This is an optimization exercise on Yosys and OpenROAD, whose aim is small area, a short achievable clock period and few clock cycles per item, not a production implementation. The RTL was checked by simulation tests, not by an equivalence proof against the original design.

$ cat flow/constraint.sdc
create_clock -name core_clock -period 45.0 [get_ports {clk}]
set_input_delay 9.0000 -clock core_clock [delete_from_list [all_inputs] [get_ports {clk}]]
set_output_delay 9.0000 -clock core_clock [all_outputs]
set_load 0.01 [all_outputs]
$ cat flow/design.v
module REDC3329_comb(
    input [WIDTH-1:0] a,
    input [WIDTH-1:0] b,
    output [WIDTH-1:0] r
    );
    parameter WIDTH = 12;
    parameter MOD = 3329;
    parameter MOD_INV = 3327;
    parameter R2_MOD = 2385; 
    wire [WIDTH-1:0] A_MONT, B_MONT;
    wire [WIDTH-1:0] r_MONT;
    REDC_unit_comb REDC_unit_comb_inst1(
        .a(a),
        .b(R2_MOD),
        .r(A_MONT)
    );
    REDC_unit_comb REDC_unit_comb_inst2(
        .a(b),
        .b(R2_MOD),
        .r(B_MONT)
    );
    REDC_unit_comb REDC_unit_comb_inst3(
        .a(A_MONT),
        .b(B_MONT),
        .r(r_MONT)
    );
    REDC_unit_comb REDC_unit_comb_inst4(
        .a(r_MONT),
        .b(1),
        .r(r)
    );
endmodule
module REDC_unit_comb(
    input [11:0] a,
    input [11:0] b,
    output [11:0] r
);
    parameter WIDTH = 12;
    parameter MOD = 3329;
    parameter MOD_INV = 3327;
    wire [2*WIDTH-1:0] T;
    wire [WIDTH-1:0] m;
    assign T=a*b;
    assign m=((T[WIDTH-1:0])*MOD_INV)&({WIDTH{1'b1}});
    wire [2*WIDTH-1:0] result_raw;
    assign result_raw=(T+m*MOD)>>WIDTH;
    wire [12:0] r_raw;
    assign r_raw=(result_raw[12:0]>=MOD)?(result_raw[12:0]-MOD):result_raw[12:0];
    assign r=r_raw[11:0];
endmodule
module NTT_8_Top(
    input clk,
    input rst_n,
    input start,
    input [95:0] a,
    output [95:0] b, 
    output busy,
    output done
    );
    reg [95:0] btfly1,btfly2,btfly3;
    wire [95:0] btfly2_next,btfly3_next,btflyout;
        integer i;
    parameter READY=3'd3,PHASE1=3'd0,PHASE2=3'd1,PHASE3=3'd2,DONE=3'd4;
    reg [2:0] state,next_state;
    always_ff@(posedge clk or negedge rst_n)begin
        if(!rst_n)begin
            state<=READY;
        end else begin
            state<=next_state;
    end
    end
    always_comb begin
        case(state)
            READY:begin
                if(start)begin
                    next_state=PHASE1;
                end else begin
                    next_state=READY;
                end
            end
            PHASE1:begin
                next_state=PHASE2;
            end
            PHASE2:begin
                next_state=PHASE3;
            end
            PHASE3:begin
                next_state=DONE;
            end
            DONE:begin
                next_state=READY;
            end
            default:next_state=READY;
        endcase
    end
    assign busy=(state!=READY);
    assign done=(state==DONE);
    always_ff@(posedge clk or negedge rst_n)begin
        if(!rst_n)begin
            for(i=0;i<8;i=i+1)begin
                btfly1[12*i+:12]<=12'b0;
                btfly2[12*i+:12]<=12'b0;
                btfly3[12*i+:12]<=12'b0;
            end     
        end else if(state==DONE)begin
            for(i=0;i<8;i=i+1)begin
                btfly1[12*i+:12]<=12'b0;
                btfly2[12*i+:12]<=12'b0;
                btfly3[12*i+:12]<=12'b0;
            end     
        end else begin
            if(state==READY) begin
                for(i=0;i<8;i=i+1)begin
                    btfly2[12*i+:12]<=12'b0;
                    btfly3[12*i+:12]<=12'b0;
                end
                btfly1[12*0+:12]<=a[11:0];
                btfly1[12*4+:12]<=a[23:12];
                btfly1[12*2+:12]<=a[35:24];
                btfly1[12*6+:12]<=a[47:36];
                btfly1[12*1+:12]<=a[59:48];
                btfly1[12*5+:12]<=a[71:60];
                btfly1[12*3+:12]<=a[83:72];
                btfly1[12*7+:12]<=a[95:84];
            end
            else if(state==PHASE1)begin
                for(i=0;i<8;i=i+1)begin
                    btfly2[12*i+:12]<=btfly2_next[12*i+:12];
                end
            end
            else if(state==PHASE2)begin
                for(i=0;i<8;i=i+1)begin
                    btfly3[12*i+:12]<=btfly3_next[12*i+:12];
                end
            end
        end
    end
    assign b={btflyout[12*7+:12],btflyout[12*6+:12],btflyout[12*5+:12],btflyout[12*4+:12],btflyout[12*3+:12],btflyout[12*2+:12],btflyout[12*1+:12],btflyout[12*0+:12]};
    butterfly_frame1 u_butterfly_frame1(
        .data_in(btfly1),
        .data_out(btfly2_next)
    );
    butterfly_frame2 u_butterfly_frame2(
        .data_in(btfly2),
        .data_out(btfly3_next)
    );
    butterfly_frame3 u_butterfly_frame3(
        .data_in(btfly3),
        .data_out(btflyout)
    );
endmodule
module Modadd3329(
    input [11:0] a,
    input [11:0] b,
    output [11:0] r
    );
    wire [12:0] sum_raw,sum;
    assign sum=a+b;
    assign sum_raw=sum>=3329 ? sum-3329 :sum;
    assign r=sum_raw[11:0];
endmodule
module Modsub3329(
    input [11:0] a,
    input [11:0] b,
    output [11:0] r
    );
    wire [11:0] diff;
    assign diff=a>=b ? a-b : a+3329-b;
    assign r=diff;
endmodule
module butterfly_frame1(
    input [95:0] data_in,
    output [95:0] data_out
    );
    wire [47:0] data_in_mul;
    REDC3329_comb u_REDC3329_comb_1(
        .a 	(data_in[12*1+:12]  ),
        .b 	(12'b1  ),
        .r 	(data_in_mul[12*0+:12]  )
    );
    REDC3329_comb u_REDC3329_comb_2(
        .a 	(data_in[12*3+:12]  ),
        .b 	(12'b1  ),
        .r 	(data_in_mul[12*1+:12]  )
    );
    REDC3329_comb u_REDC3329_comb_3(
        .a 	(data_in[12*5+:12]  ),
        .b 	(12'b1  ),
        .r 	(data_in_mul[12*2+:12]  )
    );
    REDC3329_comb u_REDC3329_comb_4(
        .a 	(data_in[12*7+:12]  ),
        .b 	(12'b1  ),
        .r 	(data_in_mul[12*3+:12]  )
    );
    Modadd3329 u_Modadd3329_0(
        .a 	(data_in[12*0+:12]  ),
        .b 	(data_in_mul[12*0+:12]  ),
        .r 	(data_out[12*0+:12]  )
    );
    Modsub3329 u_Modsub3329_0(
        .a 	(data_in[12*0+:12]  ),
        .b 	(data_in_mul[12*0+:12]  ),
        .r 	(data_out[12*1+:12]  )
    );
    Modadd3329 u_Modadd3329_1(
        .a 	(data_in[12*2+:12]  ),
        .b 	(data_in_mul[12*1+:12]  ),
        .r 	(data_out[12*2+:12]  )
    );
    Modsub3329 u_Modsub3329_1(
        .a 	(data_in[12*2+:12]  ),
        .b 	(data_in_mul[12*1+:12]  ),
        .r 	(data_out[12*3+:12]  )
    );
    Modadd3329 u_Modadd3329_2(
        .a 	(data_in[12*4+:12]  ),
        .b 	(data_in_mul[12*2+:12]  ),
        .r 	(data_out[12*4+:12]  )
    );
    Modsub3329 u_Modsub3329_2(
        .a 	(data_in[12*4+:12]  ),
        .b 	(data_in_mul[12*2+:12]  ),
        .r 	(data_out[12*5+:12]  )
    );
    Modadd3329 u_Modadd3329_3(
        .a 	(data_in[12*6+:12]  ),
        .b 	(data_in_mul[12*3+:12]  ),
        .r 	(data_out[12*6+:12]  )
    );
    Modsub3329 u_Modsub3329_3(
        .a 	(data_in[12*6+:12]  ),
        .b 	(data_in_mul[12*3+:12]  ),
        .r 	(data_out[12*7+:12]  )
    );
endmodule
module butterfly_frame2(
    input [95:0] data_in,
    output [95:0] data_out
    );
    wire [47:0] data_in_mul;
    REDC3329_comb u_REDC3329_comb_1(
        .a 	(data_in[12*2+:12]  ),
        .b 	(12'b1  ),
        .r 	(data_in_mul[12*0+:12]  )
    );
    REDC3329_comb u_REDC3329_comb_2(
        .a 	(data_in[12*3+:12]  ),
        .b 	(12'd1729  ),
        .r 	(data_in_mul[12*1+:12]  )
    );
    REDC3329_comb u_REDC3329_comb_3(
        .a 	(data_in[12*6+:12]  ),
        .b 	(12'b1  ),
        .r 	(data_in_mul[12*2+:12]  )
    );
    REDC3329_comb u_REDC3329_comb_4(
        .a 	(data_in[12*7+:12]  ),
        .b 	(12'd1729  ),
        .r 	(data_in_mul[12*3+:12]  )
    );
    Modadd3329 u_Modadd3329_0(
        .a 	(data_in[12*0+:12]  ),
        .b 	(data_in_mul[12*0+:12]  ),
        .r 	(data_out[12*0+:12]  )
    );
    Modsub3329 u_Modsub3329_0(
        .a 	(data_in[12*0+:12]  ),
        .b 	(data_in_mul[12*0+:12]  ),
        .r 	(data_out[12*2+:12]  )
    );
    Modadd3329 u_Modadd3329_1(
        .a 	(data_in[12*1+:12]  ),
        .b 	(data_in_mul[12*1+:12]  ),
        .r 	(data_out[12*1+:12]  )
    );
    Modsub3329 u_Modsub3329_1(
        .a 	(data_in[12*1+:12]  ),
        .b 	(data_in_mul[12*1+:12]  ),
        .r 	(data_out[12*3+:12]  )
    );
    Modadd3329 u_Modadd3329_2(
        .a 	(data_in[12*4+:12]  ),
        .b 	(data_in_mul[12*2+:12]  ),
        .r 	(data_out[12*4+:12]  )
    );
    Modsub3329 u_Modsub3329_2(
        .a 	(data_in[12*4+:12]  ),
        .b 	(data_in_mul[12*2+:12]  ),
        .r 	(data_out[12*6+:12]  )
    );
    Modadd3329 u_Modadd3329_3(
        .a 	(data_in[12*5+:12]  ),
        .b 	(data_in_mul[12*3+:12]  ),
        .r 	(data_out[12*5+:12]  )
    );
    Modsub3329 u_Modsub3329_3(
        .a 	(data_in[12*5+:12]  ),
        .b 	(data_in_mul[12*3+:12]  ),
        .r 	(data_out[12*7+:12]  )
    );
endmodule
module butterfly_frame3(
    input [95:0] data_in,
    output [95:0] data_out
    );
    wire [47:0] data_in_mul;
    REDC3329_comb u_REDC3329_comb_1(
        .a 	(data_in[12*4+:12]  ),
        .b 	(12'b1  ),
        .r 	(data_in_mul[12*0+:12]  )
    );
    REDC3329_comb u_REDC3329_comb_2(
        .a 	(data_in[12*5+:12]  ),
        .b 	(12'd749  ),
        .r 	(data_in_mul[12*1+:12]  )
    );
    REDC3329_comb u_REDC3329_comb_3(
        .a 	(data_in[12*6+:12]  ),
        .b 	(12'd1729  ),
        .r 	(data_in_mul[12*2+:12]  )
    );
    REDC3329_comb u_REDC3329_comb_4(
        .a 	(data_in[12*7+:12]  ),
        .b 	(12'd40  ),
        .r 	(data_in_mul[12*3+:12]  )
    );
    Modadd3329 u_Modadd3329_0(
        .a 	(data_in[12*0+:12]  ),
        .b 	(data_in_mul[12*0+:12]  ),
        .r 	(data_out[12*0+:12]  )
    );
    Modsub3329 u_Modsub3329_0(
        .a 	(data_in[12*0+:12]  ),
        .b 	(data_in_mul[12*0+:12]  ),
        .r 	(data_out[12*4+:12]  )
    );
    Modadd3329 u_Modadd3329_1(
        .a 	(data_in[12*1+:12]  ),
        .b 	(data_in_mul[12*1+:12]  ),
        .r 	(data_out[12*1+:12]  )
    );
    Modsub3329 u_Modsub3329_1(
        .a 	(data_in[12*1+:12]  ),
        .b 	(data_in_mul[12*1+:12]  ),
        .r 	(data_out[12*5+:12]  )
    );
    Modadd3329 u_Modadd3329_2(
        .a 	(data_in[12*2+:12]  ),
        .b 	(data_in_mul[12*2+:12]  ),
        .r 	(data_out[12*2+:12]  )
    );
    Modsub3329 u_Modsub3329_2(
        .a 	(data_in[12*2+:12]  ),
        .b 	(data_in_mul[12*2+:12]  ),
        .r 	(data_out[12*6+:12]  )
    );
    Modadd3329 u_Modadd3329_3(
        .a 	(data_in[12*3+:12]  ),
        .b 	(data_in_mul[12*3+:12]  ),
        .r 	(data_out[12*3+:12]  )
    );
    Modsub3329 u_Modsub3329_3(
        .a 	(data_in[12*3+:12]  ),
        .b 	(data_in_mul[12*3+:12]  ),
        .r 	(data_out[12*7+:12]  )
    );
endmodule
$ cat flow/config.mk
export PLATFORM = sky130hd
export DESIGN_NAME = NTT_8_Top
export DESIGN_NICKNAME = NTT_8_Top
export VERILOG_FILES = /design/flow/design.v
export SDC_FILE = /design/flow/constraint.sdc
export NUM_CORES = 4
export LEC_CHECK = 0
export CAP_MARGIN = 20
export CORE_MARGIN = 2
export CORE_UTILIZATION = 40
export SLEW_MARGIN = 20
$ cat flow/run.sh
#!/bin/bash
# synth_recipe.tcl (not shown) runs the flow's synth.tcl, then flattens the netlist and writes it again
# the make line also repeats each setting of config.mk as NAME=value (left out here)
make -C /OpenROAD-flow-scripts/flow DESIGN_CONFIG=/design/flow/config.mk WORK_HOME=/design/flow/orfs CLKGATE_MAP_FILE= SYNTH_SCRIPT=/design/flow/synth_recipe.tcl finish
==> flow_summary.json <==
{
  "outcome": "finished clean",
  "whs_path_depth": 2,
  "arrival_ns": 34.32,
  "dp.cells": 33836,
  "synth_top_area_frac": 0.3589,
  "hold_buffers": 0,
  "clock_latency_ns": 0.74,
  "tns_ns": 0,
  "first_iter_violations": 6256,
  "final-setup-viol-count": 0,
  "start_util": 0.4011,
  "startpoint_type": "flop",
  "r2r_end": "btfly2[58]",
  "routedWlPerCell_microns": 15.45,
  "clkTransAtPathRegs_ns": 0.06,
  "max_cap_viol_count": 0,
  "ys_seq_elements": 291,
  "rr_worst_depth": 150,
  "ys_warn_count": 4,
  "synthCells": 25840,
  "num-nets-final": 35711,
  "hp-class": "flop to flop",
  "cts.sinks": 291,
  "avgSynthCellArea_sq_um": 9.082,
  "clockBufferDepth": 3,
  "vias": 169712,
  "first_global_vias": 178000,
  "syn-num-nets": 35358,
  "worstHoldEndpoint": "btfly3[23]",
  "cpPeakStageDelay_ns": 0.55,
  "io_buffers": 196,
  "core_area_sq_um": 585000,
  "synth.yosys.seq_area_share": 0.03104,
  "antenna_left": 0,
  "max_slew_margin": 0.2343,
  "endpoint_kind": "output pin",
  "cts-htree-levels": 2,
  "synth.area.top_cells": "ha_1 36%, fa_1 23%, inv_1 9.1%, xnor2_1 6.9%, dfrtp_1 3.1%",
  "cp_max_fo": 12,
  "final.min_clock_period_ns": 43.32,
  "min_from": "btfly3[23]",
  "rsz0062_at_grt": "true",
  "antenna_found_initial": 24,
  "synth_area_sq_um": 234700,
  "rows": 281,
  "finalHoldViolations": 0,
  "r2r_start": "btfly1[62]",
  "gp_congestion": 0.8817,
  "finish.utilization": 0.4304,
  "cp_slowest_cell": "fa_1",
  "drc": 0,
  "slew_viol_final": 0,
  "grt_max_degree": 106,
  "finalCritPeriodShare": 0.9627,
  "vias_per_cell": 4.989,
  "fmax_mhz": 23.08,
  "synth.distinct_cells": 114,
  "cts_buffers": 48,
  "crit_required_ns": 36.00,
  "routed_wl_mm": 525.7,
  "skew_ns": 0.07160,
  "cts_tree": "built",
  "fin_cells": 34017,
  "syn2layout_area_growth_pct": 7.302,
  "synth-async-reset-ratio": 1.000,
  "synth_ff_type": "dfrtp_1",
  "synth_top_cell_by_area": "ha_1",
  "grt_pass1_wl_mm": 889.9,
  "track_usage": 0.1790,
  "timing.final.ws_setup_ns": 1.679,
  "criticalPathCategory": "flop to output pin",
  "gr-total-overflow": 0,
  "cts_root_buffer": "clkbuf_16",
  "dieWidth_microns": 770.0,
  "pre_cts_ws_ns": -0.1511,
  "synth_edf_count": 0,
  "path_common_cell": "ha_1",
  "die_h_microns": 770.0,
  "worst_slew_pin_slew_ns": 1.145,
  "dr.pass1.iters": 6,
  "final_layout_size_suffix_gt1_frac": 0.03713,
  "dp_hpwl_mm": 474.4,
  "r2r_setup_slack_ns": 4.22,
  "boundaryPins": 197,
  "die-area_sq_um": 592900
}
[metrics by stage]
stage	hold slack, ns	area, sq um
after floorplan	0.4856	234700
after global placement	0.5275	247400
after detailed placement	0.5368	247400
after CTS	0.5451	249400
after global routing	0.5689	251800
final	0.5435	251800
[metal layers]
metal	track usage	wire [microns]	up-vias
met1	0.2428	252500	81962
met4	0.02729	8621	20
met2	0.3172	252000	1431
met5	0	121	-
met3	0.01250	12490	323
li1	-	-	85976
[registers in the layout (all words and copies together), names as in the netlist]
| register | flops |
|---|---|
| btfly1 | 96 |
| btfly2 | 96 |
| btfly3 | 96 |
| state | 3 |
[synthesized netlist by cell type, drive strengths merged (29+ instances only)]
| cell type | number |
|---|---|
| nand3b | 29 |
| nor2 | 980 |
| and2 | 123 |
| o21ai | 765 |
| a21boi | 30 |
| nand3 | 373 |
| a31oi | 106 |
| mux2i | 46 |
| and3 | 85 |
| xnor2 | 1851 |
| nor4 | 63 |
| nor2b | 148 |
| o21bai | 465 |
| a21oi | 1309 |
| inv | 5679 |
| dfrtp | 289 |
| nand4 | 87 |
| a21o | 469 |
| a211oi | 87 |
| nand2 | 752 |
| a211o | 40 |
| a22o | 103 |
| fa | 2687 |
| or3 | 98 |
| o211ai | 59 |
| or2 | 85 |
| mux2 | 45 |
| ha | 6732 |
| o32ai | 52 |
| a31o | 38 |
| o31ai | 67 |
| clkbuf | 222 |
| o21a | 185 |
| nor3b | 42 |
| o31a | 29 |
| nor3 | 253 |
| or4 | 36 |
| nand2b | 208 |
| xor2 | 692 |
[area by class of cell]
| type | count | area, sq um |
|---|---|---|
| clock buffer | 56 | 1303 |
| sequential | 291 | 7289 |
| inverter | 5688 | 21350 |
| timing repair buffer | 532 | 4559 |
| antenna | 4 | 10.01 |
| multi-input combinational | 19632 | 207100 |
| tap | 7782 | 9737 |
| fill | 57634 | 333200 |
| clock inverter | 32 | 431.7 |
[timing repair]
item	CTS	global route
setup endpoints to repair	78	96
pin swaps	3	141
gates resized for setup	40	397
setup buffers	9	79
cloned	0	0
[cells by family (layout without fill, tap and decap cells)]
kind of cell    count (synthesis)  count (layout)  synth area share
fa+ha+maj                    9422            9422            0.5882
buf+inv                      5917            6308           0.09468
compound gates               4100            4100            0.1126
simple gates                 3454            3454           0.07212
xor+xnor                     2565            2565           0.09721
flops                         291             291           0.03104
mux                            91              91          0.004121
other cells                     0               4                 0
[how the worst max path moves through the flow]
| stage | end | cells after the start | start | slack (ns) |
|---|---|---|---|---|
| 2_1_floorplan | b[42] | 153 | btfly3[84] | 2.08 |
| 3_3_place_gp | b[42] | 155 | btfly3[86] | 0.26 |
| 3_5_place_dp | b[42] | 155 | btfly3[86] | -0.15 |
| 4_1_cts | b[42] | 159 | btfly3[84] | -0.09 |
| 5_1_grt | b[32] | 151 | btfly3[72] | -0.25 |
| 6_report | b[35] | 153 | btfly3[72] | 1.68 |
[worst max-delay path: cells and delay by family, from the launching register on]
kind	cells	cell delay (ns)
XOR/XNOR	25	4.28
AND/OR/NAND/NOR	23	3.63
flip-flops	1	0.43
adder cells (fa/ha/maj)	41	15.41
multiplexers	1	0.25
AO/OA/AOI/OAI	35	6.43
buffers and inverters	28	3.05
[cells in the final DEF, fill, tap and decap left out, types with 204 or more instances in the layout]
master    synthesis  routed
ha_1           6732    6706
inv_1          5674    5663
fa_1           2687    2674
xnor2_1        1845    1787
a21oi_1        1307    1265
nor2_1          980     962
nand2_1         752     744
o21ai_0         749     719
xor2_1          692     669
a21o_1          469     468
o21bai_1        464     457
nand3_1         373     371
buf_4             1     332
dfrtp_1         289     285
nor3_1          252     239
nand2b_1        208     204
Testbench counts, summed over its fixed seeds: cycles 8,000, items 1,600.

re-timing with driven ports:
In the flow no input, the clock included, has a driving cell. The finished layout below was timed again as built, in two steps.
Step 1, drivers: a clkbuf_16 drives clk and a buf_2 each remaining input, both assumed.
Step 2 moves the port delays by t, midway between the first and last clock arrival at a register: inputs arrive t later, outputs are due t later. That takes back most of the time a late clock gives input paths.
Three values: no drivers, after step 1, after step 2; two values: the first two.
shift t [ns]: 0.817
setup WS [ns]: 1.679 / 1.569 / 2.385
hold WS [ns]: 0.544 / 0.544 / 0.544
worst register clock-pin slew, ns: 0.06 / 0.06
After both steps this run still meets setup and hold. For this run, drivers alone change the setup slack by -0.110 ns; drivers and shift together by +0.706 ns.
